From an optimization exercise on the open Yosys and OpenROAD flow, aimed at small area; shortcuts taken in it are not production practice.
The RTL was checked by simulation tests, not by an equivalence proof against the original design.
Power and IR drop assume default switching activity.

Design Sdram_Control, start of the top module:
module Sdram_Control (
		RESET_N, CLK,
		WR1_ADDR, WR1_MAX_ADDR, WR1_LENGTH, WR1_LOAD,
		WR1_FIFO_Q, WR1_FIFO_RUSEDW, WR1_FIFO_RDREQ,
		RD1_ADDR, RD1_MAX_ADDR, RD1_LENGTH, RD1_LOAD,
		RD1_FIFO_DATA, RD1_FIFO_WRREQ, RD1_FIFO_WUSEDW,
		SA, BA, CS_N, CKE, RAS_N, CAS_N, WE_N,
		DQ_IN, DQ_OUT, DQ_OE, DQM
);
==> flow/config.mk <==
export PLATFORM = sky130hd
export DESIGN_NAME = Sdram_Control
export DESIGN_NICKNAME = Sdram_Control
export VERILOG_FILES = /design/flow/design.v
export SDC_FILE = /design/flow/constraint.sdc
export NUM_CORES = 8
export LEC_CHECK = 0
export CAP_MARGIN = 20
export CORE_MARGIN = 2
export CORE_UTILIZATION = 70
export SLEW_MARGIN = 20
==> flow/constraint.sdc <==
create_clock -name core_clock -period 10.0 [get_ports {CLK}]
set_input_delay 2.0000 -clock core_clock [delete_from_list [all_inputs] [get_ports {CLK}]]
set_output_delay 2.0000 -clock core_clock [all_outputs]
set_load 0.01 [all_outputs]
standard.sh (not shown) runs the stock make flow with config.mk's settings and CLKGATE_MAP_FILE= SYNTH_SCRIPT=/design/flow/synth_recipe.tcl, a recipe that flattens the netlist after the stock synthesis.
==> flow/flow/run.sh <==
#!/bin/bash
# Standard ORFS layout with these changes to how it is made:
#  - synthesis maps with an area-oriented ABC script (flow/abc_area.script) and
#    leaves adders to ABC instead of mapping them to adder cells first; the rest
#    of synthesis, and so every register, is the standard synthesis's;
#  - the port buffers use the smallest buffer cell;
#  - the clock tree clusters its sinks into fewer, larger clusters, without
#    dummy loads, and uses a small root buffer.
set -euo pipefail
rm -rf scripts_abc
cp -r "$FLOW_HOME/scripts" scripts_abc
cp flow/abc_area.script scripts_abc/abc_speed.script
bash standard.sh finish \
  "SCRIPTS_DIR=$PWD/scripts_abc" \
  'ADDER_MAP_FILE=' \
  'BUFFER_PORTS_ARGS=-buffer_cell sky130_fd_sc_hd__buf_1' \
  'CTS_ARGS=-sink_clustering_enable -repair_clock_nets -sink_clustering_size 28 -sink_clustering_max_diameter 160 -dont_use_dummy_load -root_buf sky130_fd_sc_hd__clkbuf_4 -tree_buf sky130_fd_sc_hd__clkbuf_8 -sink_clustering_buffer sky130_fd_sc_hd__clkbuf_16' \
  > standard_make.log 2>&1
==> flow/flow/abc_area.script <==
strash
&get -n
&st
&deepsyn -T 120 -t
&put
dch -f
amap -m -F 4 -A 8
Next try:
--- a/flow/design.v
+++ b/flow/design.v
@@ -133,21 +133,23 @@
 reg  [22:0] rWR1_ADDR, rRD1_ADDR, rWR1_MAX, rRD1_MAX;
 reg   [8:0] rWR1_LEN, rRD1_LEN;
 reg         mWR, mRD;         
 reg   [2:0] U;                
 reg   [8:0] R;                
 reg         out_valid, rdone, cmd_d, CMD_ACK;
+reg         cont_r;
 reg   [2:0] A_cb;             
 reg   [7:0] A_col;            
 wire [22:0] A = {A_cb, mWR ? rWR1_ADDR[19:8] : rRD1_ADDR[19:8], A_col};
 reg  [15:0] mDATAOUT;
 wire cnt   = U[2] | U[1];
 wire st0   = (U == 3'd0);
 wire st1   = (U == 3'd1);
 wire endc  = cnt & (R == 9'h1FB);    
 wire s_frc = cnt & (R == 9'h1FE);    
+wire rq0   = cnt & (R == 9'h000);    
 wire wdone = endc & mWR;
 wire Write = mWR & ~st0 & ~wdone;
 wire Read  = mRD & ~st0;
 wire start = st0 & (mWR | (mRD & ~rdone));
 wire idle  = ~mWR & ~mRD & st0 & ~WR1_LOAD & ~RD1_LOAD;
 wire wcond = ~lt10(WR1_FIFO_RUSEDW, {1'b0, rWR1_LEN}) && (rWR1_LEN != 9'd0);
@@ -190,12 +192,13 @@
 wire command_done = (J != 4'd0);
 wire rp_done      = P[2] | (P[1] & P[0]);
 wire do_any = do_refresh | do_rwa | do_pl;
 wire do_reada  = do_rwa & mRD;
 wire do_writea = do_rwa & mWR;
 wire PM_STOP;
+wire c_act = rw_shift[1];      
 wire s_act = rw_shift[0];      
 assign PM_STOP = s_frc;
 always @(posedge CLK)
 	if (!RESET_N) begin
 		rWR1_ADDR <= WR1_ADDR;
 		rRD1_ADDR <= RD1_ADDR;
Result: Synthesized cell count does not change. Design area does not change. Clock skew barely changes. Power hardly moves. Core utilization stays the same. Maximum frequency hardly moves.

==> what the ideal ports hide <==
The flow's constraints put no driver on any port. The routed layouts listed below were extracted and timed again, unchanged, in two steps.
Step 1 sets driving cells, clkbuf_16 on the clock port and buf_2 on the other inputs (assumed; they add their load-dependent delay and slew).
Step 2 adds t to the input delays and takes it off the output delays; t is the mean of the earliest and latest rising clock arrival at the registers after step 1. Input paths then give back, and output paths get back, about the clock's delay inside the block.
Three values: ideal, step 1, step 2; two values: the first two.
run | shift t [ns] | setup WS [ns] | hold WS [ns] | clock arrival spread, ns | slew at the worst register clock pin (ns)
the first run | 0.635 | 1.937 / 1.937 / 1.937 | 0.446 / 0.446 / 0.446 | 0.026 / 0.026 | 0.09 / 0.09
the second run | 0.633 | 1.959 / 1.959 / 1.959 | 0.446 / 0.446 / 0.446 | 0.027 / 0.027 | 0.09 / 0.09
After both steps setup and hold are still met in every run listed.
